Background: an optimization exercise with open tools, aiming at small area and a short achievable clock period. Do not read the settings as production practice.
Function was checked by simulation only, so behaviour that the tests miss may differ from the original.
Power is estimated from default activity; no workload was simulated.

### flow/design.v
module AccumulateConfigLogic(
    input clk,
    input reset,
    input [63:0] instruction,
    input [63:0] data_in,
    output reg [63:0] accumulate_result,
    output reg bp_signal  
);
    reg [31:0] capacity_counter;
    reg [27:0] sum_candidate_counter;
    reg accumulate_enabled;
    wire [3:0] opcode = instruction[63:60];
    wire op_cfg = (opcode == 4'h1);
    wire op_acc = (opcode == 4'h2);
    wire op_dis = (opcode == 4'h3);
    wire can_acc = accumulate_enabled && (|capacity_counter) && (|sum_candidate_counter);
    wire do_acc = op_acc && can_acc;
    always @(posedge clk or posedge reset) begin
        if (reset) begin
            capacity_counter <= 32'd10;
            sum_candidate_counter <= 28'd5;
            accumulate_result <= 64'd0;
            bp_signal <= 1'b0;
            accumulate_enabled <= 1'b0;
        end else begin
            if (op_cfg) begin
                capacity_counter <= instruction[31:0];
                sum_candidate_counter <= instruction[59:32];
            end else if (do_acc) begin
                capacity_counter <= capacity_counter - 32'd1;
                sum_candidate_counter <= sum_candidate_counter - 28'd1;
            end
            if (do_acc)
                accumulate_result <= accumulate_result + data_in;
            if (op_cfg)
                accumulate_enabled <= 1'b1;
            else if (op_dis)
                accumulate_enabled <= 1'b0;
            if (op_cfg)
                bp_signal <= 1'b0;
            else if (op_acc)
                bp_signal <= !can_acc;
        end
    end
endmodule
module ProcessCore(
    input clk,
    input reset,
    input [63:0] instruction,
    output reg [63:0] mem_address,
    output reg mem_read_enable,
    output reg [63:0] data_to_accumulate,
    output reg accumulate_enable,
    output reg backpressure,
    output reg [63:0] to_on_switch_buffer,
    input [63:0] from_on_switch_buffer,
    output [63:0] accumulate_result,
    output reg write_enable_swap_reg,
    input [63:0] from_accumulate_logic,
    input [3:0] sum_sel,
    output reg [63:0] sum_value,
    output reg [31:0] sum_count
);
reg [3:0] opcode;
reg [43:0] address_field;
reg [15:0] data_field;
reg [15:0] sum_valid;
reg [63:0] SumValue[0:15];
reg [31:0] SumCandidateCounter[0:15];
reg [63:0] cur_sum;
reg [31:0] cur_cnt;
wire [3:0] upd_idx = data_field[3:0];
wire [3:0] nxt_idx = instruction[3:0];
wire [63:0] new_sum = cur_sum + from_accumulate_logic;
wire [31:0] new_cnt = cur_cnt + 32'd1;
wire nxt_fwd = accumulate_enable && (upd_idx == nxt_idx);
wire [63:0] nxt_sum_tab = sum_valid[nxt_idx] ? SumValue[nxt_idx] : 64'd0;
wire [31:0] nxt_cnt_tab = sum_valid[nxt_idx] ? SumCandidateCounter[nxt_idx] : 32'd0;
integer i;
always @(posedge clk) begin
    for (i = 0; i < 16; i = i + 1) begin
        if (accumulate_enable && upd_idx == i) begin
            SumValue[i] <= new_sum;
            SumCandidateCounter[i] <= new_cnt;
        end
    end
end
always @(posedge clk or posedge reset) begin
    if (reset) begin
        sum_valid <= 16'd0;
        cur_sum <= 64'd0;
        cur_cnt <= 32'd0;
        sum_value <= 64'd0;
        sum_count <= 32'd0;
    end else begin
        if (accumulate_enable)
            sum_valid[upd_idx] <= 1'b1;
        cur_sum <= nxt_fwd ? new_sum : nxt_sum_tab;
        cur_cnt <= nxt_fwd ? new_cnt : nxt_cnt_tab;
        sum_value <= sum_valid[sum_sel] ? SumValue[sum_sel] : 64'd0;
        sum_count <= sum_valid[sum_sel] ? SumCandidateCounter[sum_sel] : 32'd0;
    end
end
wire bp_from_accumulate_logic;
AccumulateConfigLogic accumulateConfigLogic(
    .clk(clk),
    .reset(reset),
    .instruction(instruction),
    .data_in(from_accumulate_logic),
    .accumulate_result(accumulate_result),
    .bp_signal(bp_from_accumulate_logic)
);
always @(posedge clk or posedge reset) begin
    if (reset) begin
        mem_read_enable <= 1'b0;
        mem_address <= 64'd0;
        data_to_accumulate <= 64'd0;
        accumulate_enable <= 1'b0;
        backpressure <= 1'b0;
        to_on_switch_buffer <= 64'd0;
        write_enable_swap_reg <= 1'b0;
        opcode <= 4'd0;
        address_field <= 44'd0;
        data_field <= 16'd0;
    end else begin
        opcode <= instruction[63:60];
        address_field <= instruction[59:16];
        data_field <= instruction[15:0];
        case (opcode)
            4'd1: begin
                mem_read_enable <= 1'b1;
                mem_address <= {address_field, 20'b0};
            end
            4'd2: write_enable_swap_reg <= 1'b1;
            4'd3: begin
                accumulate_enable <= 1'b1;
                data_to_accumulate <= {48'b0, data_field};
            end
            4'd4: ;
            4'd5: to_on_switch_buffer <= {48'b0, data_field};
            default: begin
                mem_read_enable <= 1'b0;
                write_enable_swap_reg <= 1'b0;
                accumulate_enable <= 1'b0;
            end
        endcase
        backpressure <= bp_from_accumulate_logic;
    end
end
endmodule
### flow/run.sh
#!/bin/bash
# synth_recipe.tcl (not shown) runs the flow's synth.tcl, then flattens the netlist and writes it again
# the make line also repeats each setting of config.mk as NAME=value (left out here)
make -C /OpenROAD-flow-scripts/flow DESIGN_CONFIG=/design/flow/config.mk WORK_HOME=/design/flow/orfs CLKGATE_MAP_FILE= SYNTH_SCRIPT=/design/flow/synth_recipe.tcl finish
### flow/constraint.sdc
create_clock -name core_clock -period 6.0 [get_ports {clk}]
set_input_delay 1.2000 -clock core_clock [delete_from_list [all_inputs] [get_ports {clk}]]
set_output_delay 1.2000 -clock core_clock [all_outputs]
set_load 0.01 [all_outputs]
### flow/config.mk
export PLATFORM = sky130hd
export DESIGN_NAME = ProcessCore
export DESIGN_NICKNAME = ProcessCore
export VERILOG_FILES = /design/flow/design.v
export SDC_FILE = /design/flow/constraint.sdc
export NUM_CORES = 4
export LEC_CHECK = 0
export ABC_CLOCK_PERIOD_IN_PS = 2000
export CAP_MARGIN = 20
export CORE_MARGIN = 2
export CORE_UTILIZATION = 40
export SETUP_SLACK_MARGIN = 3.5
export SLEW_MARGIN = 20
==> results.txt <==
Logic synthesis:
- In this run the mean area of a mapped cell was 13.1 µm².
- The main flop type after synthesis is sky130_fd_sc_hd__edfxtp_1.
- The share of flip-flops with an asynchronous set or reset after synthesis is 0.237.
- The number of flip-flops and latches in the synthesized netlist is 2014.
- The cell area that synthesis handed to floorplanning was 89500 µm².
- The number of synthesized flops with an enable pin is 1536.
- Synthesis handed over a netlist of 6812 instances.
- For this run, the number of Yosys warnings is 4.
- Synthesis instantiated 103 different standard cells from the library.
- The share of the Yosys chip area taken by registers is 0.649.

Place:
- The quantity of I/O buffers inserted on ports is 373.
- The global placer's final weighted congestion is 0.928.
- The estimated wirelength of the detail-placed design is 186000 µm.
- OpenSTA, run right after detailed placement, puts the worst setup slack at 0.535 ns.

Timing:
- Hold is met by 0.465 ns.
- For the finished layout, the period the worst path requires is 3.38 ns.
- The worst path setup slack after routing is 2.62 ns.
- The final-report hold violation count came to 0.
- Setup repair after global routing could not meet its margin everywhere.
- For the pin with the worst max-slew slack, the measured transition is 1.14 ns.
- Based on the critical path, the design can be clocked at up to 0.295 GHz.
- Clock skew on the completed layout was measured at 0.0543 ns.
- The setup-violating endpoint count in the final report is 0.
- The final-report max-slew violation count is 0.
- The final worst-path cycle share is 0.564.
- In this run the tightest slew margin relative to its limit is 0.241.

Cells and area:
- The number of nets in the layout is 8199.
- The final-layout fill cell count is 17.9k.
- In the final layout, the registers with the most flip-flops are SumValue x1024, SumCandidateCounter x512.
- SumValue holds more flip-flops than any other register.
- The share of layout cells above drive strength 1 is 0.309.
- The register with the most flip-flops in the layout has 1024 of them.
- At the end of the flow the core is filled with cells to 0.535.
- The synthesis-to-finish area growth is 32.7%.

Setup path:
- STA puts the critical path data required time at 6.60 ns.
- STA classifies the critical path startpoint as an input port.
- The slowest stage of the critical path belongs to the cell sky130_fd_sc_hd__a221o_1.
- The buffer and inverter count on the worst path is 3.
- On the critical path the largest part of the delay comes from compound AO/OA/AOI/OAI gates.
- The critical path is of the in -> reg type.
- STA classifies the critical path endpoint as a flop.
- Walking the worst path, the cells encountered are buf_2, ha_4, a21oi_1, o211ai_1, a221o_1, o21ai_4, o31ai_4, a31oi_4, nand2_2, a41oi_2, xnor2_2, buf_6, buf_8.
- The delay of the slowest cell on the worst path is 0.41 ns.
- Of all nets on the critical path, the largest fanout is 8.
- STA puts the critical path data arrival time at 3.99 ns.

CTS:
- In this run the clock root is driven by a sky130_fd_sc_hd__clkbuf_16.
- The maximum count of clock buffers along a single path is 3.
- Clock-pin slew was measured on the worst setup and hold paths at 0.06 ns.
- The worst-skew pair later-pin latency is 0.90 ns.
- The number of clock sinks is 2014.
- The clock tree from TritonCTS is done.
- The number of levels the H-tree was split into is 4.
- The count of hold buffers inserted by post-cts repair is 0.
- In this run, CTS created clock tree buffers numbering 212.

Route:
- After the first detailed-routing iteration, the DRC count stood at 13.2k.
- The final antenna-violating net count is 0.
- Before antenna repair, the detailed router went through 9 iterations.
- The number of vias in the routed layout is 75.7k.
- In the final routed layout, each cell accounts on average for 35.8 µm.
- The post-detailed-route via-to-cell ratio is 6.86.
- For this block, the routed nets add up to 395000 µm of wire.
- After detailed routing, the number of remaining DRC violations is 0.

GRT:
- For this run the aggregate overflow at the end of global routing stands at 0.
- The first global-routing pass estimated 534000 µm of wire.
- The maximum number of pins on one net before global-route repair is 97.
- For this run, the total global-route usage over all layers was measured as 0.324.
- The via count of the first global-routing pass is 72.3k.
- The initial antenna violation count is 18.

Power:
- In this run the power density over the cells is 358 nW/µm².
- The clock share of power is 0.324.
- In this run the power spent charging and discharging nets is 0.0129 W.
- The worst voltage drop across the vdd grid is 308 µV.
- The sequential share of power is 0.403.
- After layout, the design draws a total of 0.0425 W.
- Of the total power, the share spent switching nets is 0.303.
- Summed over all cells, the static leakage comes to 42.8 nW.
- The relative contribution of combinational cells to total power is 0.273.
- The internal portion of the total power is 0.0296 W.

Floorplanning:
- The floorplan has 173 rows.
- The die area is 228000 µm².
- In this run the horizontal extent of the chip is 477 µm.
- 554 I/O pins were placed.
- The initial core utilization is 0.403.
- The vertical die dimension is 477 µm.
- The core region is 222000 µm².

Flow run:
- Across the run, the number of max-cap violations was 0.

Outcome:
- The run finished with no timing, DRC or antenna violations.

Worst hold path:
- The path class of the tightest hold or removal check is reg -> reg.
==> per-stage QoR <==
stage,area (µm²),setup TNS (ns),std cells
2_1_floorplan,90000,-793.24,6927
3_3_place_gp,97800,0,9932
3_5_place_dp,97800,0,9934
4_1_cts,114000,0,10800
5_1_grt,119000,0,11000
6_report,119000,0,11000
==> metal layers <==
layer,part of all wire,up-vias,global-route usage
met5,0.00016,-,0
met4,0.076,10,0.187
met3,0.15,1867,0.0876
met2,0.43,7336,0.491
met1,0.34,37000,0.418
li1,-,29400,-
==> cells by family (layout without fill, tap and decap cells) <==
group | count (synthesis) | after routing | share of synthesized area
compound gates | 2454 | 2454 | 0.196
xor+xnor | 180 | 181 | 0.0176
fa+ha+maj | 137 | 137 | 0.0193
buf+inv | 634 | 1750 | 0.0336
flops | 2014 | 2014 | 0.649
mux | 95 | 95 | 0.0128
other cells | 1 | 125 | 0.0000419
simple gates | 1297 | 1304 | 0.0717
==> cell usage after synthesis (69+ instances only) <==
master | instances | area (µm²)
sky130_fd_sc_hd__buf_1 | 77 | 289
sky130_fd_sc_hd__xor2_1 | 76 | 666
sky130_fd_sc_hd__a21o_1 | 69 | 518
sky130_fd_sc_hd__nor2_1 | 263 | 987
sky130_fd_sc_hd__a221oi_1 | 191 | 1670
sky130_fd_sc_hd__a22o_1 | 189 | 1660
sky130_fd_sc_hd__mux2_2 | 79 | 890
sky130_fd_sc_hd__ha_1 | 135 | 1690
sky130_fd_sc_hd__a21oi_1 | 377 | 1890
sky130_fd_sc_hd__o31ai_1 | 71 | 533
sky130_fd_sc_hd__o21ai_0 | 139 | 696
sky130_fd_sc_hd__clkbuf_1 | 289 | 1080
sky130_fd_sc_hd__a22oi_1 | 969 | 7270
sky130_fd_sc_hd__o22ai_1 | 197 | 1230
sky130_fd_sc_hd__buf_4 | 118 | 886
sky130_fd_sc_hd__nor3_1 | 74 | 370
sky130_fd_sc_hd__dfrtp_1 | 474 | 11900
sky130_fd_sc_hd__nand2_1 | 339 | 1270
sky130_fd_sc_hd__buf_2 | 94 | 470
sky130_fd_sc_hd__nand4_1 | 233 | 1460
sky130_fd_sc_hd__edfxtp_1 | 1536 | 46100
sky130_fd_sc_hd__xnor2_1 | 104 | 911
sky130_fd_sc_hd__nand3_1 | 232 | 1160
==> area by class of cell <==
type                    instances  area, µm²  share of cell area
multi-input cells            4287      34800               0.293
diodes                          9       22.5            0.000189
clock inverters               131       1480              0.0125
inverters                      44        169             0.00142
repair buffers               1305      14700               0.124
well taps                    2975       3720              0.0313
clock buffers                 270       5820              0.0490
flip-flops and latches       2014      58100               0.489
==> layout by cell type (no fill, tap or decap), types with 189 or more instances in the layout <==
master                         n
sky130_fd_sc_hd__nand3_1     220
sky130_fd_sc_hd__buf_4       461
sky130_fd_sc_hd__nand4_1     233
sky130_fd_sc_hd__dfrtp_1     454
sky130_fd_sc_hd__a22oi_1     968
sky130_fd_sc_hd__buf_6       303
sky130_fd_sc_hd__edfxtp_1   1536
sky130_fd_sc_hd__a22o_1      189
sky130_fd_sc_hd__nand2_1     256
sky130_fd_sc_hd__clkbuf_16   235
sky130_fd_sc_hd__a21oi_1     307
==> final timing paths <==
path | startpoint | end | slack (ns) | depth (start not counted)
max in group asynchronous | reset | cur_cnt[0]$_DFF_PP0_ | 3.96 | 4
worst max register to register | cur_sum[14]$_DFF_PP0_ | SumValue[11][40]$_DFFE_PP_ | 2.64 | 12
worst min-delay path | accumulateConfigLogic.bp_signal$_DFFE_PP0P_ | backpressure$_DFF_PP0_ | 0.46 | 0
worst min register to register | accumulateConfigLogic.bp_signal$_DFFE_PP0P_ | backpressure$_DFF_PP0_ | 0.46 | 0
worst max-delay path | from_accumulate_logic[19] | SumValue[12][60]$_DFFE_PP_ | 2.62 | 13
min in group asynchronous | reset | accumulateConfigLogic.accumulate_result[24]$_DFFE_PP0P_ | 0.82 | 2
==> repair_timing <==
action | in CTS | in global routing
cloned | 89 | 27
pin swaps | 279 | 258
gates resized for setup | 2267 | 558
buffers inserted | 402 | 173
setup endpoints to repair | 3230 | 1993
==> worst reg2reg max path, stage by stage (launching register included) <==
cell,delay [ns]
sky130_fd_sc_hd__dfrtp_2,0.49
sky130_fd_sc_hd__ha_4,0.32
sky130_fd_sc_hd__nand4_1,0.10
sky130_fd_sc_hd__buf_4,0.17
sky130_fd_sc_hd__o211ai_1,0.26
sky130_fd_sc_hd__a221o_1,0.28
sky130_fd_sc_hd__o21ai_4,0.11
sky130_fd_sc_hd__buf_6,0.13
sky130_fd_sc_hd__buf_6,0.12
sky130_fd_sc_hd__o311ai_4,0.36
sky130_fd_sc_hd__and2_2,0.27
sky130_fd_sc_hd__xor2_4,0.30
sky130_fd_sc_hd__clkbuf_4,0.28
==> power groups by stage <==
stage | Combinational, W | Clock (W) | Sequential (W)
finish | 0.0116 | 0.0138 | 0.0171
global route | 0.0121 | 0.0144 | 0.0172
CTS | 0.00970 | 0.0138 | 0.0171
global placement | 0.00716 | 0 | 0.0173
detailed placement | 0.00726 | 0 | 0.0174
floorplan | 0.00410 | 0 | 0.0174

==> re-timing with driven ports <==
The results above use ideal ports. As a check the final layout listed here was re-extracted and re-timed, cells and wires unchanged. Step 1: set_driving_cell puts a clkbuf_16 on clk and a buf_2 on each other input, an assumption about the parent block. Step 2, shift: input delay + t, output delay - t, t = (earliest + latest rising clock arrival at the registers) / 2. This alone moves slack from input paths to output paths. a / b / c = ideal / step 1 / step 2; a / b = the first two.
shift t [ns]: 0.959
setup slack, ns: 2.616 / 2.645 / 1.699
worst setup path at the end: input to register
worst data-port slew with drivers (ns): 0.34
cell pins on the clock port's net: 1
After both steps setup and hold are still met in this run. The setup slack of this run moves by +0.029 ns with the drivers and by -0.917 ns with both steps.
